From an optimization exercise on the open Yosys and OpenROAD flow, aimed at small area; shortcuts taken in it are not production practice.
Only simulation tests tie the RTL to the original design; equivalence was not proved.
No run shown here takes its clock network from TritonCTS; it comes from the design's own scripts or RTL.
The clock input has no modelled driver; a real chip could not lean on it and would need a root buffer or a full tree.
Power is estimated from default activity; no workload was simulated.

`design.v`:
```
module Simon_Game(
    input  logic       clk,
    input  logic       rst,
    input  logic [7:0] SW,
    output logic [7:0] LED,
    output logic [6:0] seg0
);
    logic [1:0]  mode;
    logic [2:0]  sub;
    logic [12:0] y;
    logic        run;
    logic [7:0]  sw_sync1, sw_sync2, sw_prev;
    logic        good;
    wire [1:0]  mode_d;
    wire [2:0]  sub_d;
    wire [12:0] y_d;
    wire [7:0]  prev_d;
    wire        good_d;
    always_ff @(posedge clk or posedge rst) begin
        if (rst) begin
            mode <= 2'b00;
            sub  <= 3'b000;
            run  <= 1'b0;
        end else begin
            mode <= mode_d;
            sub  <= sub_d;
            run  <= ~rst;
        end
    end
    always_ff @(posedge clk) begin
        y        <= y_d;
        sw_sync1 <= SW;
        sw_sync2 <= sw_sync1;
        sw_prev  <= prev_d;
        good     <= good_d;
    end
    wire [7:0] d;                        
    for (genvar i = 0; i < 8; i++) begin : g_diff
        sg_xor2 u_x (.a(sw_sync2[i]), .b(sw_prev[i]), .y(d[i]));
    end
    wire eq_lo, eq_hi, differ;
    sg_nor4  u_eql (.a(d[0]), .b(d[1]), .c(d[2]), .d(d[3]), .y(eq_lo));
    sg_nor4  u_eqh (.a(d[4]), .b(d[5]), .c(d[6]), .d(d[7]), .y(eq_hi));
    sg_nand2 u_dif (.a(eq_lo), .b(eq_hi), .y(differ));
    wire inp_n, aux_n, m_wait, dgrp, disp_n, done_n;
    sg_nand2  u_inp  (.a(mode[0]), .b(mode[1]), .y(inp_n));           
    sg_nand2b u_aux  (.a_n(mode[1]), .b(mode[0]), .y(aux_n));         
    sg_nor2b  u_wait (.a(aux_n), .b_n(sub[0]), .y(m_wait));           
    sg_nor2   u_dg   (.a(mode[1]), .b(mode[0]), .y(dgrp));            
    sg_inv    u_disp (.a(dgrp), .y(disp_n));
    sg_nand2b u_done (.a_n(mode[0]), .b(mode[1]), .y(done_n));        
    wire a1, a2, o1, e_disp;
    sg_nand4 u_a1 (.a(y[10]), .b(y[9]), .c(y[7]), .d(y[4]), .y(a1));
    sg_nand3 u_a2 (.a(y[3]), .b(y[1]), .c(dgrp), .y(a2));
    sg_or4   u_o1 (.a(y[12]), .b(y[11]), .c(y[2]), .d(y[0]), .y(o1));
    sg_nor3  u_ed (.a(a1), .b(a2), .c(o1), .y(e_disp));
    wire b2, o3, t_deb;
    sg_nand4 u_b2 (.a(y[12]), .b(y[5]), .c(mode[0]), .d(mode[1]), .y(b2));
    sg_or4   u_o3 (.a(y[11]), .b(y[6]), .c(y[3]), .d(y[2]), .y(o3));
    sg_nor3  u_tb (.a(a1), .b(b2), .c(o3), .y(t_deb));
    wire det;                                    
    sg_and2  u_det (.a(t_deb), .b(differ), .y(det));
    wire e_aux;
    sg_nor2  u_ea (.a(aux_n), .b(y[1]), .y(e_aux));
    wire inp_eq;
    sg_nor2  u_ie (.a(inp_n), .b(differ), .y(inp_eq));
    wire load_n0, load, load_n, first, fb;
    sg_nor4  u_ln (.a(e_disp), .b(e_aux), .c(inp_eq), .d(t_deb), .y(load_n0));
    sg_nand2 u_ld (.a(load_n0), .b(run), .y(load));
    sg_inv   u_lb (.a(load), .y(load_n));
    sg_inv   u_fi (.a(run), .y(first));
    sg_xnor2 u_fb (.a(y[12]), .b(y[5]), .y(fb));
    sg_nor2  u_y0 (.a(load), .b(fb), .y(y_d[0]));
    for (genvar i = 1; i < 13; i++) begin : g_ctr
        if (i >= 5 && i <= 11 && i % 2) begin : g_odd_first
            sg_a21oi u_n (.a1(load_n), .a2(y[i-1]), .b1(first), .y(y_d[i]));
        end else if (i >= 5 && i <= 11) begin : g_even_first
            sg_o21ai u_n (.a1(load), .a2(y[i-1]), .b1(run), .y(y_d[i]));
        end else if (i % 2) begin : g_odd
            sg_nand2 u_n (.a(load_n), .b(y[i-1]), .y(y_d[i]));
        end else begin : g_even
            sg_nor2  u_n (.a(load), .b(y[i-1]), .y(y_d[i]));
        end
    end
    wire step_n, sfb, zero, last, k_n, s2_st, s0_st;
    wire s2_n, s1_n, s0_n;
    sg_inv   u_s2n (.a(sub[2]), .y(s2_n));
    sg_inv   u_s1n (.a(sub[1]), .y(s1_n));
    sg_inv   u_s0n (.a(sub[0]), .y(s0_n));
    sg_nor2  u_st (.a(e_disp), .b(det), .y(step_n));
    sg_xor2  u_sf (.a(sub[2]), .b(sub[1]), .y(sfb));
    sg_nor3  u_z  (.a(sub[2]), .b(sub[1]), .c(sub[0]), .y(zero));     
    sg_nor3  u_la (.a(sub[2]), .b(s1_n), .c(sub[0]), .y(last));       
    sg_nand2 u_k  (.a(det), .b(last), .y(k_n));                       
    sg_o21a  u_s2a (.a1(sub[1]), .a2(zero), .b1(k_n), .y(s2_st));
    sg_o21a  u_s0a (.a1(sfb), .a2(zero), .b1(k_n), .y(s0_st));
    sg_mux2  u_s2 (.s(step_n), .a0(s2_st),  .a1(sub[2]), .y(sub_d[2]));
    sg_mux2  u_s1 (.s(step_n), .a0(sub[0]), .a1(sub[1]), .y(sub_d[1]));
    sg_mux2  u_s0 (.s(step_n), .a0(s0_st),  .a1(sub[0]), .y(sub_d[0]));
    wire m0_keep;
    sg_nand2b u_m0k (.a_n(sub[0]), .b(e_aux), .y(m0_keep));
    sg_a22o   u_m0  (.a1(mode[0]), .a2(m0_keep), .b1(e_disp), .b2(last), .y(mode_d[0]));
    sg_a21o   u_m1  (.a1(mode[1]), .a2(k_n), .b1(e_aux), .y(mode_d[1]));
    wire hold;
    sg_nor2 u_hold (.a(det), .b(m_wait), .y(hold));
    for (genvar i = 0; i < 8; i++) begin : g_prev
        sg_a22o u_p (.a1(det), .a2(sw_sync2[i]), .b1(hold), .b2(sw_prev[i]), .y(prev_d[i]));
    end
    wire u76, u54, u32, q1, hi1;
    sg_nor2   u_u76 (.a(d[7]), .b(d[6]), .y(u76));
    sg_nor2   u_u54 (.a(d[5]), .b(d[4]), .y(u54));
    sg_nor2   u_u32 (.a(d[3]), .b(d[2]), .y(u32));
    sg_nand2b u_q1  (.a_n(u32), .b(u54), .y(q1));
    sg_nand2  u_hi1 (.a(u76), .b(q1), .y(hi1));
    wire g1, g2n, g3, g4n, g5, hi0_n;
    sg_nor2b u_g1 (.a(d[2]), .b_n(d[1]), .y(g1));
    sg_nor2  u_g2 (.a(d[3]), .b(g1),  .y(g2n));
    sg_nor2  u_g3 (.a(d[4]), .b(g2n), .y(g3));
    sg_nor2  u_g4 (.a(d[5]), .b(g3),  .y(g4n));
    sg_nor2  u_g5 (.a(d[6]), .b(g4n), .y(g5));
    sg_nor2  u_h0 (.a(d[7]), .b(g5),  .y(hi0_n));
    wire x2, x1, x0, match, keep;
    sg_xnor2 u_x2 (.a(eq_hi), .b(sub[2]), .y(x2));
    sg_xor2  u_x1 (.a(hi1),   .b(sub[1]), .y(x1));
    sg_xnor2 u_x0 (.a(hi0_n), .b(sub[0]), .y(x0));
    sg_nor3  u_mt (.a(x2), .b(x1), .c(x0), .y(match));
    sg_nand2b u_kp (.a_n(match), .b(det), .y(keep));
    sg_a21o  u_gd (.a1(good), .a2(keep), .b1(m_wait), .y(good_d));
    assign LED[0] = 1'b0;
    sg_nor4 u_l1 (.a(disp_n), .b(sub[2]), .c(sub[1]), .d(s0_n), .y(LED[1]));
    sg_nor4 u_l2 (.a(disp_n), .b(sub[2]), .c(s1_n), .d(sub[0]), .y(LED[2]));
    sg_nor4 u_l3 (.a(disp_n), .b(sub[2]), .c(s1_n), .d(s0_n), .y(LED[3]));
    sg_nor4 u_l4 (.a(disp_n), .b(s2_n), .c(sub[1]), .d(sub[0]), .y(LED[4]));
    sg_nor4 u_l5 (.a(disp_n), .b(s2_n), .c(sub[1]), .d(s0_n), .y(LED[5]));
    sg_nor4 u_l6 (.a(disp_n), .b(s2_n), .c(s1_n), .d(sub[0]), .y(LED[6]));
    sg_nor4 u_l7 (.a(disp_n), .b(s2_n), .c(s1_n), .d(s0_n), .y(LED[7]));
    wire seg_ok;
    sg_or2  u_sg (.a(done_n), .b(good), .y(seg_ok));
    wire done;
    sg_inv  u_dn (.a(done_n), .y(done));
    assign seg0 = {done, seg_ok, seg_ok, seg_ok, done_n, done_n, seg_ok};
endmodule
module sg_inv  (input logic a, output logic y);                   assign y = ~a;                 endmodule
module sg_and2 (input logic a, b, output logic y);                assign y = a & b;              endmodule
module sg_or2  (input logic a, b, output logic y);                assign y = a | b;              endmodule
module sg_nand2(input logic a, b, output logic y);                assign y = ~(a & b);           endmodule
module sg_nor2 (input logic a, b, output logic y);                assign y = ~(a | b);           endmodule
module sg_nand2b(input logic a_n, b, output logic y);             assign y = ~(~a_n & b);        endmodule
module sg_nor2b(input logic a, b_n, output logic y);              assign y = ~a & b_n;           endmodule
module sg_nand3(input logic a, b, c, output logic y);             assign y = ~(a & b & c);       endmodule
module sg_nor3 (input logic a, b, c, output logic y);             assign y = ~(a | b | c);       endmodule
module sg_nand4(input logic a, b, c, d, output logic y);          assign y = ~(a & b & c & d);   endmodule
module sg_nor4 (input logic a, b, c, d, output logic y);          assign y = ~(a | b | c | d);   endmodule
module sg_or4  (input logic a, b, c, d, output logic y);          assign y = a | b | c | d;      endmodule
module sg_xor2 (input logic a, b, output logic y);                assign y = a ^ b;              endmodule
module sg_xnor2(input logic a, b, output logic y);                assign y = ~(a ^ b);           endmodule
module sg_mux2 (input logic s, a0, a1, output logic y);           assign y = s ? a1 : a0;        endmodule
module sg_a21oi(input logic a1, a2, b1, output logic y);          assign y = ~((a1 & a2) | b1);  endmodule
module sg_o21ai(input logic a1, a2, b1, output logic y);          assign y = ~((a1 | a2) & b1);  endmodule
module sg_o21a (input logic a1, a2, b1, output logic y);          assign y = (a1 | a2) & b1;     endmodule
module sg_a21o (input logic a1, a2, b1, output logic y);          assign y = (a1 & a2) | b1;     endmodule
module sg_a22o (input logic a1, a2, b1, b2, output logic y);      assign y = (a1 & a2) | (b1 & b2); endmodule
```
`flow/run.sh`:
```
#!/bin/bash
# Standard synthesis, then every combinational cell at its smallest size, then
# the standard layout with the smallest buffer on each port and a clock tree of
# four buffers fed by the clock port. Each tool's output goes to its own log.
set -euo pipefail
bash standard.sh synth > synth.log 2>&1
python3 flow/downsize.py orfs/results/sky130hd/Simon_Game/base/1_2_yosys.v \
  "$FLOW_HOME/platforms/sky130hd/lef/sky130_fd_sc_hd_merged.lef" > downsize.log 2>&1
bash standard.sh BUFFER_PORTS_ARGS="-buffer_cell sky130_fd_sc_hd__buf_1" \
  PRE_CTS_TCL="$PWD/flow/cts_quad.tcl" CLOCK_LEAF_BUF=sky130_fd_sc_hd__clkbuf_4 \
  RECOVER_POWER=100 finish > layout.log 2>&1
```
`flow/cts_quad.tcl`:
```
# Clock tree: the clock port drives four clock buffers directly, each at the
# centre of one quarter of the clock pins (split at the median x, then at the
# median y of each half), and each buffer drives the clock pins of its quarter.
# It replaces clock_tree_synthesis in ORFS's cts step, which then legalizes
# and repairs as usual. The buffer cell is CLOCK_LEAF_BUF.
rename clock_tree_synthesis orfs_clock_tree_synthesis
proc split_half {items key} {
  set sorted [lsort -integer -index $key $items]
  set h [expr {[llength $sorted] / 2}]
  return [list [lrange $sorted 0 [expr {$h - 1}]] [lrange $sorted $h end]]
}
proc clock_tree_synthesis {args} {
  set block [ord::get_db_block]
  set clk_net [$block findNet clk]
  $clk_net setSigType CLOCK
  set master [[ord::get_db] findMaster $::env(CLOCK_LEAF_BUF)]
  set sinks {}
  foreach it [$clk_net getITerms] {
    set loc [[$it getInst] getLocation]
    lappend sinks [list $it [lindex $loc 0] [lindex $loc 1]]
  }
  set groups {}
  foreach half [split_half $sinks 1] {
    foreach quarter [split_half $half 2] {
      lappend groups $quarter
    }
  }
  set k 0
  foreach group $groups {
    if {[llength $group] == 0} { continue }
    set buf [odb::dbInst_create $block $master clkbuf_leaf_$k]
    set leaf [odb::dbNet_create $block clknet_leaf_$k]
    $leaf setSigType CLOCK
    set xs 0
    set ys 0
    foreach s $group {
      set it [lindex $s 0]
      incr xs [lindex $s 1]
      incr ys [lindex $s 2]
      $it disconnect
      $it connect $leaf
    }
    [$buf findITerm A] connect $clk_net
    [$buf findITerm X] connect $leaf
    set n [llength $group]
    $buf setLocation [expr {$xs / $n}] [expr {$ys / $n}]
    $buf setPlacementStatus PLACED
    puts "clock buffer $k ($::env(CLOCK_LEAF_BUF)) drives $n clock pins"
    incr k
  }
  set_propagated_clock [all_clocks]
}
```
`flow/downsize.py`:
```
#!/usr/bin/env python3
"""Give every combinational cell of a synthesized netlist the smallest drive
strength of its family (the strongest among equal sizes) (same cell name without the _N suffix), using the cell
sizes in the platform LEF. Registers keep their cell. Rewrites the netlist in
place and prints each change."""
import re
import sys

netlist, lef = sys.argv[1], sys.argv[2]
area = {}
text = open(lef).read()
for m in re.finditer(r"MACRO\s+(\S+)(.*?)END\s+\1", text, re.S):
    s = re.search(r"SIZE\s+([\d.]+)\s+BY\s+([\d.]+)", m.group(2))
    if s:
        area[m.group(1)] = float(s.group(1)) * float(s.group(2))

families = {}
for name in area:
    m = re.fullmatch(r"(sky130_fd_sc_hd__[a-z0-9]+)_(\d+)", name)
    if m:
        families.setdefault(m.group(1), []).append(name)

def smallest(cell):
    m = re.fullmatch(r"(sky130_fd_sc_hd__([a-z0-9]+))_(\d+)", cell)
    if not m or m.group(2).startswith(("df", "sdf", "edf", "dl", "conb")):
        return cell
    best = min(families.get(m.group(1), [cell]), key=lambda c: (area[c], -int(c.rsplit("_", 1)[1])))
    return best if area[best] < area[cell] else cell

src = open(netlist).read()
count = {}
lines = []
for line in src.split("\n"):
    m = re.match(r"^(\s*)(sky130_fd_sc_hd__\w+)(\s.*)$", line)
    if m:
        new = smallest(m.group(2))
        if new != m.group(2):
            count[(m.group(2), new)] = count.get((m.group(2), new), 0) + 1
            line = m.group(1) + new + m.group(3)
    lines.append(line)
open(netlist, "w").write("\n".join(lines))
for (a, b), n in sorted(count.items()):
    print(f"{n:4d} {a} -> {b}")
```
`standard.sh`:
```
#!/bin/bash
# synth_recipe.tcl (not shown) runs the flow's synth.tcl, then flattens the netlist and writes it again
# the make line also repeats each setting of config.mk as NAME=value (left out here)
make -C /OpenROAD-flow-scripts/flow DESIGN_CONFIG=/design/flow/config.mk WORK_HOME=/design/flow/orfs CLKGATE_MAP_FILE= SYNTH_SCRIPT=/design/flow/synth_recipe.tcl "${@:-finish}"
```
`config.mk`:
```
export PLATFORM = sky130hd
export DESIGN_NAME = Simon_Game
export DESIGN_NICKNAME = Simon_Game
export VERILOG_FILES = /design/flow/design.v
export SDC_FILE = /design/flow/constraint.sdc
export NUM_CORES = 4
export LEC_CHECK = 0
export CAP_MARGIN = 20
export CORE_AREA = 2.5 2.5 58.5 58.5
export DIE_AREA = 0 0 61 61
export PLACE_DENSITY = 0.8
export SLEW_MARGIN = 20
export SYNTH_HIERARCHICAL = 1
export SYNTH_MINIMUM_KEEP_SIZE = 0
```
`constraint.sdc`:
```
create_clock -name core_clock -period 6.0 [get_ports {clk}]
set_input_delay 1.2000 -clock core_clock [delete_from_list [all_inputs] [get_ports {clk}]]
set_output_delay 1.2000 -clock core_clock [all_outputs]
set_load 0.01 [all_outputs]
```
==> reports/results.txt, run 1 <==
Core box area: 3028 um^2
RePlAce Congestion: 0.8153
Syn Inst Count: 150
Post-DR vias/cell: 4.911
Global-route wire length before repair: 4360 um
CP Launch Type: flip-flop
Chip width: 61 um
Fraction of layout cells with a size suffix above 1: 4.142%
Post-CTS sizing: 0
Reg2reg path depth: 6
CP endpoint: LED[3]
Final hold violations: 0
Post-Place Cell Area: 1644 um^2
Clock power share: 22.7%
Hold WC Path Type: flip-flop to flip-flop
Pins Over Slew Limit: 0
P_leak: 0.7038 nW
Clock Latency Late Sink: 0.16 ns
Crit Path Class: flip-flop to primary output
IO buf count: 23
Initial antenna violation count: 0
Worst path cell trace: nor2_1, inv_1, nor4_1, buf_1
RSZ-0062 raised after global routing: false
Wire per inst: 12.04 um
Overall Global Routing Usage: 14.92%
Initial DRC Count: 42
Switch Pwr: 82.41 uW
Largest net degree at the start of global routing: 13
Sw frac: 19.30%
Synthesized cell area: 1533 um^2
Synthesis-to-finish area growth: 9.225%
GRT Residual Overflow: 0
Outcome: no timing/DRC/antenna violations
Post-DP HPWL: 2005 um
Clock-pin slew on the worst setup and hold paths: 0.10 ns
Avg Cell Area, Syn: 10.22 um^2
CP max-delay cell: dfrtp_1
Worst path arrival time: 1.39 ns
Antenna viol nets, final: 0
Row count: 20
Inserted Diodes: 0
CP Data Required Time: 4.80 ns
Post-route insts no fill: 213
Dpl cells: 209
Post-layout min period: 2.588 ns
Final net count: 181
Worst slew pin tran: 0.6506 ns
Fillers: 279
Reg2reg end: sub[0]$_DFF_PP0_
RR Startpoint: y[6]$_DFF_P_
Initial Utilization: 50.62%
Critical path startpoint: mode[0]$_DFF_PP0_
Critical Path End Type: primary output
Cell Pwr Density: 255.1 nW/um^2
Die area: 3721 um^2
Worst Skew: 0.006235 ns
Worst Path Max Fanout: 7
Comb power frac: 4.4%
Residual DRC: 0
R2r setup slk: 3.54 ns
Max-cap check violation count: 0
Vias in the first global route: 1,032
Fin Setup TNS: 0 ns
Non-Filler Cell Area, Final: 1674 um^2
Tcrit/Tclk final: 43.13%
Vias: 1,046
Num ports: 25
Int Pwr: 344.7 uW
Fmax: 386.4 MHz
Chip height: 61 um
Post-CTS Setup Bufs: 0
Peak supply drop: 0.1189 mV
Max-slew headroom: 56.60%
Synth Net Count: 160
Final WL: 2565 um
Portion of total power attributed to sequential cells: 72.9%
Final setup viols: 0
CTS Hold Buffers Added: 0
Slowest stage delay, CP: 0.44 ns
Ys Warns: 7
DRT Pass-1 Iters: 4
[sequential cells by signal, indices dropped and copies added (netlist names)]
| register | cells |
|---|---|
| good | 1 |
| run | 1 |
| y | 13 |
| sw_sync2 | 8 |
| sw_prev | 8 |
| sub | 3 |
| mode | 2 |
| sw_sync1 | 8 |
[cells in the final DEF, fill, tap and decap left out, drive strengths merged]
cell / n
mux2: 3
clkbuf: 4
nor4: 10
nand2: 7
nor2: 17
a22o: 9
xnor2: 3
and2: 1
nand3: 1
nor3: 5
nor2b: 2
or2: 1
dfxtp: 38
xor2: 10
buf: 23
nand2b: 5
conb: 1
inv: 8
nand4: 2
o21a: 2
dfrtp: 6
o21ai: 3
a21oi: 4
a21o: 2
or4: 2
[through the flow]
stage	hold WS [ns]	setup slack, ns	util [%]	power [mW]
2_1_floorplan	0.3096	3.714	-	0.3304
3_5_place_dp	0.3128	3.617	54.30	0.3371
4_1_cts	0.3378	3.408	55.29	0.4317
6_report	0.3361	3.412	55.29	0.4271
5_1_grt	0.3460	3.280	55.29	0.4507
3_3_place_gp	0.3112	3.702	54.30	0.3353
[power by group through the flow]
stage               Combinational, mW  Sequential, mW  Clock, mW
floorplan                      0.0143           0.316          0
global placement               0.0179           0.317          0
detailed placement             0.0189           0.318          0
CTS                            0.0190           0.312      0.101
global route                   0.0216           0.313      0.116
finish                         0.0188           0.311     0.0969
[routing by layer]
layer	vias to the layer above	track usage, %	part of all wire (%)
li1	542	-	-
met1	474	17.83	44
met2	27	28.26	50
met3	3	2.559	5.1
met4	0	2.484	1.1
met5	-	0	0
[worst min path at each step]
stage / startpoint / endpoint / slack [ns] / cells after the start
finish: sw_sync1[0]$_DFF_P_ / sw_sync2[0]$_DFF_P_ / 0.34 / 0
global route: sw_sync1[5]$_DFF_P_ / sw_sync2[5]$_DFF_P_ / 0.35 / 0
CTS: sw_sync1[5]$_DFF_P_ / sw_sync2[5]$_DFF_P_ / 0.34 / 0
detailed placement: sw_sync1[4]$_DFF_P_ / sw_sync2[4]$_DFF_P_ / 0.31 / 0
global placement: sw_sync1[2]$_DFF_P_ / sw_sync2[2]$_DFF_P_ / 0.31 / 0
floorplan: sw_sync1[0]$_DFF_P_ / sw_sync2[0]$_DFF_P_ / 0.31 / 0
[layout make-up]
cell class                 count  area (um^2)  share of cell area, %
sequential                    44        910.9                  54.41
multi-input combinational     90        561.8                  33.56
timing repair buffer          23        86.33                  5.157
tap                           44        55.05                  3.288
buffer                         4        30.03                  1.794
inverter                       8        30.03                  1.794
[worst max-delay path: cells and delay by family (launching register included)]
kind | cells | cell delay (ns)
simple gates | 2 | 0.47
flops | 1 | 0.44
buf+inv | 2 | 0.31
==> run 2, diff against run 1 <==
--- a/design.v
+++ b/design.v
@@ -44,3 +44,3 @@
     sg_nand2 u_dif (.a(eq_lo), .b(eq_hi), .y(differ));
-    wire inp_n, aux_n, m_wait, dgrp, disp_n, done_n;
+    wire inp_n, aux_n, m_wait, disp_n, done_n;
     sg_nand2  u_inp  (.a(mode[0]), .b(mode[1]), .y(inp_n));           
@@ -48,4 +48,3 @@
     sg_nor2b  u_wait (.a(aux_n), .b_n(sub[0]), .y(m_wait));           
-    sg_nor2   u_dg   (.a(mode[1]), .b(mode[0]), .y(dgrp));            
-    sg_inv    u_disp (.a(dgrp), .y(disp_n));
+    sg_or2    u_disp (.a(mode[1]), .b(mode[0]), .y(disp_n));          
     sg_nand2b u_done (.a_n(mode[0]), .b(mode[1]), .y(done_n));        
@@ -53,5 +52,5 @@
     sg_nand4 u_a1 (.a(y[10]), .b(y[9]), .c(y[7]), .d(y[4]), .y(a1));
-    sg_nand3 u_a2 (.a(y[3]), .b(y[1]), .c(dgrp), .y(a2));
+    sg_nand2 u_a2 (.a(y[3]), .b(y[1]), .y(a2));
     sg_or4   u_o1 (.a(y[12]), .b(y[11]), .c(y[2]), .d(y[0]), .y(o1));
-    sg_nor3  u_ed (.a(a1), .b(a2), .c(o1), .y(e_disp));
+    sg_nor4  u_ed (.a(a1), .b(a2), .c(o1), .d(disp_n), .y(e_disp));
     wire b2, o3, t_deb;
@@ -96,5 +95,7 @@
     sg_o21a  u_s0a (.a1(sfb), .a2(zero), .b1(k_n), .y(s0_st));
-    sg_mux2  u_s2 (.s(step_n), .a0(s2_st),  .a1(sub[2]), .y(sub_d[2]));
-    sg_mux2  u_s1 (.s(step_n), .a0(sub[0]), .a1(sub[1]), .y(sub_d[1]));
-    sg_mux2  u_s0 (.s(step_n), .a0(s0_st),  .a1(sub[0]), .y(sub_d[0]));
+    wire step;
+    sg_inv   u_sp (.a(step_n), .y(step));
+    sg_a22o  u_s2 (.a1(step), .a2(s2_st),  .b1(step_n), .b2(sub[2]), .y(sub_d[2]));
+    sg_a22o  u_s1 (.a1(step), .a2(sub[0]), .b1(step_n), .b2(sub[1]), .y(sub_d[1]));
+    sg_a22o  u_s0 (.a1(step), .a2(s0_st),  .b1(step_n), .b2(sub[0]), .y(sub_d[0]));
     wire m0_keep;
@@ -149,3 +150,2 @@
 module sg_nor2b(input logic a, b_n, output logic y);              assign y = ~a & b_n;           endmodule
-module sg_nand3(input logic a, b, c, output logic y);             assign y = ~(a & b & c);       endmodule
 module sg_nor3 (input logic a, b, c, output logic y);             assign y = ~(a | b | c);       endmodule
@@ -156,3 +156,2 @@
 module sg_xnor2(input logic a, b, output logic y);                assign y = ~(a ^ b);           endmodule
-module sg_mux2 (input logic s, a0, a1, output logic y);           assign y = s ? a1 : a0;        endmodule
 module sg_a21oi(input logic a1, a2, b1, output logic y);          assign y = ~((a1 & a2) | b1);  endmodule
==> run 2 against run 1 <==
Still clean on timing, DRC and antenna. Global-route usage is 1.2 points lower. Combinational power about the same. Sequential cell count did not move. Critical path depth shrank 1. Setup slack worse by 0.18 ns. Fmax shrank 6.6%. Register-to-register slack improved by 0.20 ns. First-iteration DRC count is 2.4% higher. Hold slack worse by 0.011 ns. Synthesized cell count stayed put. Clock power up 1%. Clock skew grew 0.0031 ns. Critical path type unchanged.
==> reports/results.txt, run 2 <==
GRT Residual Overflow: 0
Final hold violations: 0
Clock Latency Late Sink: 0.17 ns
Outcome: no timing/DRC/antenna violations
Max-slew headroom: 58.71%
Post-Route Utilization: 55.12%
Vias: 1,058
Reg2reg path depth: 6
Initial antenna violation count: 0
Die area: 3721 um^2
Vias in the first global route: 990
Final worst slack: 3.230 ns
IO buf count: 23
Chip height: 61 um
Post-route insts no fill: 213
Fillers: 280
Worst Path Max Fanout: 8
Post-CTS sizing: 0
Fmax: 361.0 MHz
Num ports: 25
Worst slack, placed: 3.525 ns
Largest net degree at the start of global routing: 13
Design Power: 428.8 uW
Final net count: 181
Antenna viol nets, final: 0
Dpl cells: 209
Commonest non-fill, non-tap cells in the layout: dfxtp_1, buf_1, nor2_1, a22o_1, nor4_1
Hold Path Depth: 0
Avg Cell Area, Syn: 10.18 um^2
Global-route wire length before repair: 4029 um
Pins Over Slew Limit: 0
Register area: 910.9 um^2
Final WL: 2508 um
Fraction of layout cells with a size suffix above 1: 2.367%
Post-CTS Setup Bufs: 0
Post-DP HPWL: 1867 um
Max-cap check violation count: 0
Initial Utilization: 50.45%
Worst slew pin tran: 0.6191 ns
Row count: 20
RSZ-0062 raised after global routing: false
Wire per inst: 11.77 um
Peak supply drop: 0.1451 mV
Hold WC Path Type: flip-flop to flip-flop
Chip width: 61 um
CP Data Required Time: 4.80 ns
Tcrit/Tclk final: 46.17%
Initial DRC Count: 43
Worst hold slack: 0.3252 ns
Core box area: 3028 um^2
Synth Net Count: 160
Worst path arrival time: 1.57 ns
Final setup viols: 0
Crit Path Class: flip-flop to primary output
Critical Path End Type: primary output
Inserted Diodes: 0
Synthesis-to-finish area growth: 9.255%
Worst Skew: 0.009378 ns
Fin Setup TNS: 0 ns
Post-layout min period: 2.770 ns
Cell Pwr Density: 256.9 nW/um^2
DRT Pass-1 Iters: 4
Ys Warns: 7
Synthesized cell area: 1528 um^2
Post-DR vias/cell: 4.967
Commonest non-fill, non-tap cell in the layout: dfxtp_1
Residual DRC: 0
CP Launch Type: flip-flop
Clock-pin slew on the worst setup and hold paths: 0.11 ns
CTS Hold Buffers Added: 0
RePlAce Congestion: 0.7706
P_leak: 0.7167 nW
Multi-input gate area: 556.8 um^2
Non-Filler Cell Area, Final: 1669 um^2
Syn Inst Count: 150
Largest register FFs: 13
Most flop-heavy register: y
Overall Global Routing Usage: 13.77%
Post-Place Cell Area: 1639 um^2
[run 2: routing by layer]
| metal | global-route usage, % | share of wire (%) | up-vias |
|---|---|---|---|
| met5 | 0 | 0 | - |
| met4 | 3.727 | 2.2 | 0 |
| met3 | 1.066 | 2.6 | 6 |
| met2 | 26.42 | 51 | 14 |
| met1 | 16.33 | 44 | 495 |
| li1 | - | - | 543 |
[run 2: layout make-up]
class	count	area share [%]
buffer	4	1.799
inverter	8	1.799
sequential	44	54.57
multi-input combinational	90	33.36
tap	44	3.298
timing repair buffer	23	5.172
[run 2: critical path, cell delays in order (launching register included)]
cell     delay [ns]
dfrtp_1        0.45
or2_0          0.38
nor4_1         0.38
buf_1          0.20
[run 2: final timing paths]
check	startpoint	end	slack, ns
setup / recovery	mode[0]$_DFF_PP0_	LED[4]	3.23
hold / removal	sw_sync1[1]$_DFF_P_	sw_sync2[1]$_DFF_P_	0.33
setup reg to reg	y[11]$_DFF_P_	sub[0]$_DFF_PP0_	3.74
hold reg to reg	sw_sync1[1]$_DFF_P_	sw_sync2[1]$_DFF_P_	0.33
max in group asynchronous	rst	sub[2]$_DFF_PP0_	4.89
min in group asynchronous	rst	run$_DFF_PP0_	0.90
[run 2: report_power, final]
| group | internal, mW | switching (mW) | leakage (nW) | total (mW) |
|---|---|---|---|---|
| sequential | 0.304 | 0.00733 | 0.387 | 0.312 |
| combinational | 0.00851 | 0.0106 | 0.311 | 0.0191 |
| clock | 0.0320 | 0.0661 | 0.0184 | 0.0981 |
==> run 3, diff against run 2 <==
--- a/design.v
+++ b/design.v
@@ -21,3 +21,2 @@
             mode <= 2'b00;
-            sub  <= 3'b000;
             run  <= 1'b0;
@@ -25,4 +24,3 @@
             mode <= mode_d;
-            sub  <= sub_d;
-            run  <= ~rst;
+            run  <= ~rst;                
         end
@@ -31,2 +29,3 @@
         y        <= y_d;
+        sub      <= sub_d;
         sw_sync1 <= SW;
@@ -44,3 +43,4 @@
     sg_nand2 u_dif (.a(eq_lo), .b(eq_hi), .y(differ));
-    wire inp_n, aux_n, m_wait, disp_n, done_n;
+    wire inp_n, aux_n, m_wait, disp_n, done_n, first;
+    sg_inv    u_fi   (.a(run), .y(first));
     sg_nand2  u_inp  (.a(mode[0]), .b(mode[1]), .y(inp_n));           
@@ -48,3 +48,3 @@
     sg_nor2b  u_wait (.a(aux_n), .b_n(sub[0]), .y(m_wait));           
-    sg_or2    u_disp (.a(mode[1]), .b(mode[0]), .y(disp_n));          
+    sg_or3    u_disp (.a(mode[1]), .b(mode[0]), .c(first), .y(disp_n));  
     sg_nand2b u_done (.a_n(mode[0]), .b(mode[1]), .y(done_n));        
@@ -65,3 +65,3 @@
     sg_nor2  u_ie (.a(inp_n), .b(differ), .y(inp_eq));
-    wire load_n0, load, load_n, first, fb;
+    wire load_n0, load, load_n, fb;
     sg_nor4  u_ln (.a(e_disp), .b(e_aux), .c(inp_eq), .d(t_deb), .y(load_n0));
@@ -69,3 +69,2 @@
     sg_inv   u_lb (.a(load), .y(load_n));
-    sg_inv   u_fi (.a(run), .y(first));
     sg_xnor2 u_fb (.a(y[12]), .b(y[5]), .y(fb));
@@ -95,7 +94,8 @@
     sg_o21a  u_s0a (.a1(sfb), .a2(zero), .b1(k_n), .y(s0_st));
-    wire step;
-    sg_inv   u_sp (.a(step_n), .y(step));
-    sg_a22o  u_s2 (.a1(step), .a2(s2_st),  .b1(step_n), .b2(sub[2]), .y(sub_d[2]));
-    sg_a22o  u_s1 (.a1(step), .a2(sub[0]), .b1(step_n), .b2(sub[1]), .y(sub_d[1]));
-    sg_a22o  u_s0 (.a1(step), .a2(s0_st),  .b1(step_n), .b2(sub[0]), .y(sub_d[0]));
+    wire step_r, hold_r;
+    sg_nor2  u_sp (.a(step_n), .b(first), .y(step_r));
+    sg_nor2b u_sh (.a(first), .b_n(step_n), .y(hold_r));
+    sg_a22o  u_s2 (.a1(step_r), .a2(s2_st),  .b1(hold_r), .b2(sub[2]), .y(sub_d[2]));
+    sg_a22o  u_s1 (.a1(step_r), .a2(sub[0]), .b1(hold_r), .b2(sub[1]), .y(sub_d[1]));
+    sg_a22o  u_s0 (.a1(step_r), .a2(s0_st),  .b1(hold_r), .b2(sub[0]), .y(sub_d[0]));
     wire m0_keep;
@@ -150,2 +150,3 @@
 module sg_nor2b(input logic a, b_n, output logic y);              assign y = ~a & b_n;           endmodule
+module sg_or3  (input logic a, b, c, output logic y);             assign y = a | b | c;          endmodule
 module sg_nor3 (input logic a, b, c, output logic y);             assign y = ~(a | b | c);       endmodule
==> run 3 against run 2 <==
Setup slack worse by 0.13 ns. Sequential cell count unchanged. Global-route usage fell by 0.42 points. Critical path depth up 1. Final cell count is 0.47% higher. Total power down 1.1%. Register-to-register slack is essentially flat. Sequential share of layout area fell by 0.62 points. Synthesized cell count increased by 0.67%. Via count increased by 0.76%. Largest power group unchanged.
==> reports/results.txt, run 3 <==
Worst path cell trace: inv_1, or3_1, nor4_1, buf_1
Fraction of layout cells with a size suffix above 1: 2.353%
Fin Setup TNS: 0 ns
Post-DP HPWL: 1864 um
Family with the most delay on the worst path: simple AND/OR/NAND/NOR gates
Synthesis-to-finish area growth: 9.308%
Ys Warns: 7
Final setup viols: 0
Fmax: 344.5 MHz
Critical Path End Type: primary output
Tcrit/Tclk final: 48.38%
Post-CTS sizing: 0
Max-slew headroom: 59.58%
Vias: 1,066
Worst hold slack: 0.3241 ns
Post-Route Utilization: 54.83%
Largest net degree at the start of global routing: 13
Fillers: 273
Post-DR vias/cell: 4.981
GRT Residual Overflow: 0
Cell Pwr Density: 255.4 nW/um^2
Worst Path Max Fanout: 8
Chip height: 61 um
Post-layout min period: 2.903 ns
CP Launch Type: flip-flop
Final net count: 182
Post-CTS Setup Bufs: 0
Peak supply drop: 0.1866 mV
Antenna viol nets, final: 0
Commonest non-fill, non-tap cell in the layout: dfxtp_1
Overall Global Routing Usage: 13.35%
Final hold violations: 0
Syn Inst Count: 151
RSZ-0062 raised after global routing: false
Slowest stage delay, CP: 0.45 ns
CP Data Required Time: 4.80 ns
Pins Over Slew Limit: 0
Worst Skew: 0.01722 ns
Global-route wire length before repair: 3877 um
Num ports: 25
Chip width: 61 um
Core box area: 3028 um^2
Final WL: 2477 um
Wire per inst: 11.57 um
Vias in the first global route: 933
Max-cap check violation count: 0
Worst slew pin tran: 0.6059 ns
Synthesized cell area: 1519 um^2
Die area: 3721 um^2
Outcome: no timing/DRC/antenna violations
Residual DRC: 0
DRT Pass-1 Iters: 6
CTS Hold Buffers Added: 0
Row count: 20
Crit Path Class: flip-flop to primary output
Clock Latency Late Sink: 0.17 ns
Hold WC Path Type: flip-flop to flip-flop
Worst path arrival time: 1.70 ns
RePlAce Congestion: 0.8548
Buf+Inv Stages, Crit Path: 2
Avg Cell Area, Syn: 10.06 um^2
Most flop-heavy register: y
Initial Utilization: 50.17%
Inserted Diodes: 0
Design Power: 424.0 uW
Initial antenna violation count: 0
CP max-delay cell: or3_1
Commonest non-fill, non-tap cells in the layout: dfxtp_1, buf_1, nor2_1, a22o_1, nor4_1
P_leak: 0.6724 nW
Largest register FFs: 13
Initial DRC Count: 48
Clock-pin slew on the worst setup and hold paths: 0.11 ns
IO buf count: 23
Synth Net Count: 161
run 3: final cells by class:
cell class | count | area [um^2] | share of cell area [%]
well taps | 44 | 55.05 | 3.316
repair buffers | 23 | 86.33 | 5.200
multi-input cells | 92 | 566.8 | 34.14
plain buffers | 4 | 30.03 | 1.809
flip-flops and latches | 44 | 895.9 | 53.96
inverters | 7 | 26.28 | 1.583
run 3: through the flow:
| stage | area, um^2 | setup WS [ns] | instances |
|---|---|---|---|
| global placement | 1630 | 3.445 | 210 |
| detailed placement | 1630 | 3.357 | 210 |
| CTS | 1660 | 3.094 | 214 |
| floorplan | 1519 | 3.461 | 151 |
| global route | 1660 | 3.011 | 214 |
| finish | 1660 | 3.097 | 214 |
run 3: report_power, final:
part / switching, mW / internal, mW
clock network: 0.0661 / 0.0320
logic: 0.00950 / 0.00688
registers: 0.00604 / 0.304
run 3: final timing paths:
kind                                      from             endpoint  slack [ns]  cells after the start
setup / recovery                 run$_DFF_PP0_               LED[4]        3.10                      4
hold / removal             sw_sync1[0]$_DFF_P_  sw_sync2[0]$_DFF_P_        0.32                      0
setup reg to reg                  y[6]$_DFF_P_   sw_prev[2]$_DFF_P_        3.74                      5
hold reg to reg            sw_sync1[0]$_DFF_P_  sw_sync2[0]$_DFF_P_        0.32                      0
max in group asynchronous                  rst    mode[0]$_DFF_PP0_        5.00                      2
min in group asynchronous                  rst        run$_DFF_PP0_        0.86                      2
run 3: routing by layer:
metal  wire [um]  up-vias  track usage, %
met5           0        -               0
met2        1262       24           25.65
met3         124        3           1.919
li1            -      553               -
met1        1061      486           16.11
met4          29        0           1.553
==> run 4, diff against run 3 <==
--- a/design.v
+++ b/design.v
@@ -43,3 +43,3 @@
     sg_nand2 u_dif (.a(eq_lo), .b(eq_hi), .y(differ));
-    wire inp_n, aux_n, m_wait, disp_n, done_n, first;
+    wire inp_n, aux_n, disp_n, done_n, first;
     sg_inv    u_fi   (.a(run), .y(first));
@@ -47,3 +47,2 @@
     sg_nand2b u_aux  (.a_n(mode[1]), .b(mode[0]), .y(aux_n));         
-    sg_nor2b  u_wait (.a(aux_n), .b_n(sub[0]), .y(m_wait));           
     sg_or3    u_disp (.a(mode[1]), .b(mode[0]), .c(first), .y(disp_n));  
@@ -105,3 +104,3 @@
     wire hold;
-    sg_nor2 u_hold (.a(det), .b(m_wait), .y(hold));
+    sg_nor2 u_hold (.a(det), .b(first), .y(hold));
     for (genvar i = 0; i < 8; i++) begin : g_prev
@@ -128,3 +127,3 @@
     sg_nand2b u_kp (.a_n(match), .b(det), .y(keep));
-    sg_a21o  u_gd (.a1(good), .a2(keep), .b1(m_wait), .y(good_d));
+    sg_a21o  u_gd (.a1(good), .a2(keep), .b1(first), .y(good_d));
     assign LED[0] = 1'b0;
==> run 4 against run 3 <==
Wire length rose by 0.97%. Total power rose by 0.90%. Fmax fell by 1.8%. Largest cell class unchanged. Utilization fell by 0.21 points.
==> reports/results.txt, run 4 <==
Post-DR vias/cell: 5.094
DRT Pass-1 Iters: 4
Residual DRC: 0
P_leak: 0.6619 nW
Num ports: 25
Crit Path Class: flip-flop to primary output
Commonest non-fill, non-tap cell in the layout: dfxtp_1
CP endpoint: LED[1]
Design Power: 427.8 uW
Inserted Diodes: 0
Post-Route Utilization: 54.63%
Pins Over Slew Limit: 0
Worst Path Max Fanout: 9
Cell Pwr Density: 258.7 nW/um^2
CTS Hold Buffers Added: 0
Row count: 20
RSZ-0062 raised after global routing: false
Most flop-heavy register: y
Global-route wire length before repair: 4146 um
Post-CTS sizing: 0
Largest register FFs: 13
Vias in the first global route: 1,011
Post-layout min period: 2.955 ns
Antenna viol nets, final: 0
Max-slew headroom: 56.99%
Reg2reg path depth: 6
Vias: 1,085
Final hold violations: 0
Peak supply drop: 0.1932 mV
Post-CTS Setup Bufs: 0
Initial DRC Count: 58
CP Launch Type: flip-flop
Largest net degree at the start of global routing: 13
Post-Place Cell Area: 1624 um^2
Ys Warns: 7
Hold WC Path Type: flip-flop to flip-flop
Fin Setup TNS: 0 ns
CP Data Required Time: 4.80 ns
Clock Latency Late Sink: 0.17 ns
Commonest non-fill, non-tap cells in the layout: dfxtp_1, buf_1, nor2_1, a22o_1, nor4_1
Synth Net Count: 160
RR Startpoint: sw_prev[5]$_DFF_P_
Initial antenna violation count: 0
R2r setup slk: 3.63 ns
Die area: 3721 um^2
Critical path startpoint: run$_DFF_PP0_
Initial Utilization: 49.96%
Critical Path End Type: primary output
Final setup viols: 0
Synthesis-to-finish area growth: 9.347%
Fillers: 270
Clock-pin slew on the worst setup and hold paths: 0.11 ns
Synthesized cell area: 1513 um^2
Chip height: 61 um
Fraction of layout cells with a size suffix above 1: 2.367%
Avg Cell Area, Syn: 10.08 um^2
Final net count: 181
Final worst slack: 3.045 ns
Reg2reg end: sw_prev[4]$_DFF_P_
Final WL: 2501 um
Outcome: no timing/DRC/antenna violations
Worst path arrival time: 1.76 ns
Max-cap check violation count: 0
Wire per inst: 11.74 um
Worst Skew: 0.009255 ns
Non-Filler Cell Area, Final: 1654 um^2
IO buf count: 23
Syn Inst Count: 150
Overall Global Routing Usage: 14.25%
Tcrit/Tclk final: 49.26%
Chip width: 61 um
Worst slew pin tran: 0.6448 ns
Core box area: 3028 um^2
Post-DP HPWL: 1927 um
Fmax: 338.4 MHz
Worst slack, placed: 3.248 ns
GRT Residual Overflow: 0
RePlAce Congestion: 0.8849
## run 4: how the worst min path moves through the flow
stage                              startpoint                   to  slack (ns)  cells past startpoint
after floorplan           sw_sync1[0]$_DFF_P_  sw_sync2[0]$_DFF_P_        0.31                      0
final                     sw_sync1[7]$_DFF_P_  sw_sync2[7]$_DFF_P_        0.34                      0
after detailed placement  sw_sync1[0]$_DFF_P_  sw_sync2[0]$_DFF_P_        0.31                      0
after CTS                 sw_sync1[0]$_DFF_P_  sw_sync2[0]$_DFF_P_        0.34                      0
after global routing      sw_sync1[7]$_DFF_P_  sw_sync2[7]$_DFF_P_        0.34                      0
after global placement    sw_sync1[3]$_DFF_P_  sw_sync2[3]$_DFF_P_        0.31                      0
## run 4: power breakdown
group          switching (mW)  internal (mW)
registers             0.00582          0.304
logic                  0.0108        0.00697
clock network          0.0686         0.0320
total                  0.0853          0.343
## run 4: metrics by stage
step | hold slack [ns] | std cells
after floorplan | 0.3096 | 150
after global placement | 0.3105 | 209
after detailed placement | 0.3128 | 209
after CTS | 0.3380 | 213
after global routing | 0.3425 | 213
final | 0.3370 | 213
## run 4: worst max-delay path: stages, from the launching register on
cell and delay [ns]:
dfrtp_1 0.42, inv_1 0.15, or3_1 0.46, nor4_1 0.36, buf_1 0.19
## run 4: cell type report
| cell class | instances | area [um^2] | area share, % |
|---|---|---|---|
| sequential | 44 | 895.9 | 54.16 |
| multi-input combinational | 91 | 560.5 | 33.89 |
| timing repair buffer | 23 | 86.33 | 5.219 |
| tap | 44 | 55.05 | 3.328 |
| buffer | 4 | 30.03 | 1.815 |
| inverter | 7 | 26.28 | 1.588 |
## run 4: metal layers
layer  vias up  wire length (um)  GRT usage [%]
li1        544                 -              -
met1       507              1098          16.06
met2        32              1264          28.57
met4         0                16          2.174
met5         -                 0              0
met3         2               122          1.919
==> run 5, diff against run 4 <==
--- a/design.v
+++ b/design.v
@@ -43,6 +43,5 @@
     sg_nand2 u_dif (.a(eq_lo), .b(eq_hi), .y(differ));
-    wire inp_n, aux_n, disp_n, done_n, first;
+    wire inp_n, disp_n, done_n, first;
     sg_inv    u_fi   (.a(run), .y(first));
     sg_nand2  u_inp  (.a(mode[0]), .b(mode[1]), .y(inp_n));           
-    sg_nand2b u_aux  (.a_n(mode[1]), .b(mode[0]), .y(aux_n));         
     sg_or3    u_disp (.a(mode[1]), .b(mode[0]), .c(first), .y(disp_n));  
@@ -61,3 +60,3 @@
     wire e_aux;
-    sg_nor2  u_ea (.a(aux_n), .b(y[1]), .y(e_aux));
+    sg_nor3b u_ea (.a(mode[1]), .b(y[1]), .c_n(mode[0]), .y(e_aux));
     wire inp_eq;
@@ -121,3 +120,3 @@
     sg_nor2  u_h0 (.a(d[7]), .b(g5),  .y(hi0_n));
-    wire x2, x1, x0, match, keep;
+    wire x2, x1, x0, mism, keep;
     sg_xnor2 u_x2 (.a(eq_hi), .b(sub[2]), .y(x2));
@@ -125,4 +124,4 @@
     sg_xnor2 u_x0 (.a(hi0_n), .b(sub[0]), .y(x0));
-    sg_nor3  u_mt (.a(x2), .b(x1), .c(x0), .y(match));
-    sg_nand2b u_kp (.a_n(match), .b(det), .y(keep));
+    sg_or3   u_mt (.a(x2), .b(x1), .c(x0), .y(mism));
+    sg_nand2 u_kp (.a(det), .b(mism), .y(keep));
     sg_a21o  u_gd (.a1(good), .a2(keep), .b1(first), .y(good_d));
@@ -150,2 +149,3 @@
 module sg_or3  (input logic a, b, c, output logic y);             assign y = a | b | c;          endmodule
+module sg_nor3b(input logic a, b, c_n, output logic y);           assign y = ~a & ~b & c_n;      endmodule
 module sg_nor3 (input logic a, b, c, output logic y);             assign y = ~(a | b | c);       endmodule
==> run 5 against run 4 <==
Die area unchanged. Setup slack improved by 0.084 ns. Sequential share of layout area rose by 0.12 points. Synthesized cell count shrank 0.67%. Utilization down 0.12 points. Fmax grew 2.9%. Via count is 2.1% higher. Highest routed layer unchanged. Largest power group unchanged. Combinational power about the same. Wire length is 1.5% higher. Area after synthesis decreased by 0.25%.
==> reports/results.txt, run 5 <==
Vias in the first global route: 1,027
RePlAce Congestion: 0.8177
Final hold violations: 0
Fmax: 348.3 MHz
Sw frac: 19.64%
Chip width: 61 um
Hold WC Path Type: flip-flop to flip-flop
CP Data Required Time: 4.80 ns
Avg Cell Area, Syn: 10.13 um^2
R2r setup slk: 3.65 ns
IO buf count: 23
RR Startpoint: sw_prev[5]$_DFF_P_
Residual DRC: 0
Core box area: 3028 um^2
Num ports: 25
Final WL: 2538 um
Most flop-heavy register: y
Fraction of layout cells with a size suffix above 1: 2.381%
Synthesis-to-finish area growth: 9.370%
RSZ-0062 raised after global routing: false
Pins Over Slew Limit: 0
Fillers: 270
Initial DRC Count: 67
Overall Global Routing Usage: 14.80%
Final setup viols: 0
CTS Hold Buffers Added: 0
Critical Path End Type: primary output
Ys Warns: 7
Commonest non-fill, non-tap cells in the layout: dfxtp_1, buf_1, nor2_1, a22o_1, nor4_1
Comb power frac: 4.1%
Fin Setup TNS: 0 ns
Commonest non-fill, non-tap cell in the layout: dfxtp_1
Syn Inst Count: 149
Post-layout min period: 2.871 ns
Antenna viol nets, final: 0
Final net count: 180
Chip height: 61 um
Non-Filler Cell Area, Final: 1650 um^2
DRT Pass-1 Iters: 4
Clock Latency Late Sink: 0.17 ns
Switch Pwr: 83.73 uW
Design Power: 426.2 uW
Post-CTS sizing: 0
Outcome: no timing/DRC/antenna violations
Cell Pwr Density: 258.3 nW/um^2
Peak supply drop: 0.1416 mV
Row count: 20
Wire per inst: 11.97 um
Int Pwr: 342.5 uW
Global-route wire length before repair: 4312 um
Reg2reg end: sw_prev[3]$_DFF_P_
Crit Path Class: flip-flop to primary output
Vias: 1,108
Portion of total power attributed to sequential cells: 72.6%
Reg2reg path depth: 6
Max-cap check violation count: 0
Post-DP HPWL: 1907 um
Worst Skew: 0.01151 ns
Largest register FFs: 13
Grt met2 use: 29.34%
Initial Utilization: 49.83%
Met1 GRT Util: 17.29%
Post-DR vias/cell: 5.226
Post-Place Cell Area: 1620 um^2
Critical path startpoint: run$_DFF_PP0_
Worst Path Max Fanout: 9
Post-Route Utilization: 54.50%
Max-slew headroom: 58.60%
Top Usage Layer GRT: met2
Inserted Diodes: 0
CP endpoint: LED[3]
Initial antenna violation count: 0
Synthesized cell area: 1509 um^2
CP Launch Type: flip-flop
Synth Net Count: 159
Worst path arrival time: 1.67 ns
Worst slew pin tran: 0.6206 ns
Grt met3 use: 1.706%
Tcrit/Tclk final: 47.86%
Clock power share: 23.2%
P_leak: 0.6609 nW
Die area: 3721 um^2
Clock-pin slew on the worst setup and hold paths: 0.10 ns
Post-CTS Setup Bufs: 0
Largest net degree at the start of global routing: 13
GRT Residual Overflow: 0
-- run 5: metrics by stage --
stage / hold WS, ns / instances / setup WS [ns]
2_1_floorplan: 0.3096 / 149 / 3.439
3_3_place_gp: 0.3106 / 208 / 3.414
3_5_place_dp: 0.3128 / 208 / 3.336
4_1_cts: 0.3376 / 212 / 3.125
5_1_grt: 0.3348 / 212 / 2.995
6_report: 0.3324 / 212 / 3.129
-- run 5: power by group through the flow --
stage	Clock [mW]	Combinational [mW]	Sequential [mW]
2_1_floorplan	0	0.0131	0.315
3_5_place_dp	0	0.0177	0.316
6_report	0.0991	0.0176	0.310
4_1_cts	0.102	0.0178	0.310
5_1_grt	0.116	0.0200	0.311
3_3_place_gp	0	0.0169	0.315
-- run 5: worst min path at each step --
stage / startpoint / end / cells past startpoint
2_1_floorplan: sw_sync1[0]$_DFF_P_ / sw_sync2[0]$_DFF_P_ / 0
3_3_place_gp: sw_sync1[2]$_DFF_P_ / sw_sync2[2]$_DFF_P_ / 0
3_5_place_dp: sw_sync1[0]$_DFF_P_ / sw_sync2[0]$_DFF_P_ / 0
4_1_cts: sw_sync1[0]$_DFF_P_ / sw_sync2[0]$_DFF_P_ / 0
5_1_grt: sw_sync1[6]$_DFF_P_ / sw_sync2[6]$_DFF_P_ / 0
6_report: sw_sync1[2]$_DFF_P_ / sw_sync2[2]$_DFF_P_ / 0
-- run 5: area by class of cell --
class | count | area (um^2) | area share (%)
buffer | 4 | 30.03 | 1.820
inverter | 7 | 26.28 | 1.592
multi-input combinational | 90 | 556.8 | 33.74
sequential | 44 | 895.9 | 54.28
tap | 44 | 55.05 | 3.336
timing repair buffer | 23 | 86.33 | 5.231
-- run 5: routing by layer --
metal | wire length (um) | vias up
met5 | 0 | -
met4 | 46 | 0
met3 | 167 | 4
met2 | 1264 | 49
met1 | 1060 | 508
li1 | - | 547
-- run 5: critical path: stages, from the launching register on --
cell and delay (ns):
dfrtp_1 0.41, inv_1 0.14, or3_1 0.46, nor4_1 0.32, buf_1 0.18

==> separate check: timing with driven ports <==
No port has a modelled driver above. Below, the same layouts with a new extraction and two added sets of constraints.
Step 1 (the two cells are an assumption about what drives the block):
set clk [get_ports {clk}]
set_driving_cell -lib_cell sky130_fd_sc_hd__clkbuf_16 $clk
set_driving_cell -lib_cell sky130_fd_sc_hd__buf_2 [delete_from_list [all_inputs] $clk]
Step 2 times the ports against the registers' clock, not the clock port: input delays grow and output delays shrink by t, the midpoint of the rising clock arrivals with the driver on.
a / b / c = ideal ports / drivers / drivers and shift; a / b = the first two.
| run | shift t [ns] | setup WS [ns] | slew at the worst register clock pin (ns) | pins driven straight from the clock port |
|---|---|---|---|---|
| run 1 | 0.202 | 3.412 / 3.371 / 3.541 | 0.10 / 0.10 | 4 |
| run 2 | 0.203 | 3.230 / 3.188 / 3.391 | 0.11 / 0.11 | 4 |
| run 3 | 0.203 | 3.097 / 3.056 / 3.259 | 0.11 / 0.11 | 4 |
| run 4 | 0.204 | 3.045 / 3.006 / 3.209 | 0.11 / 0.11 | 4 |
| run 5 | 0.204 | 3.129 / 3.089 / 3.292 | 0.11 / 0.11 | 4 |
After both steps setup and hold are still met in every run listed.
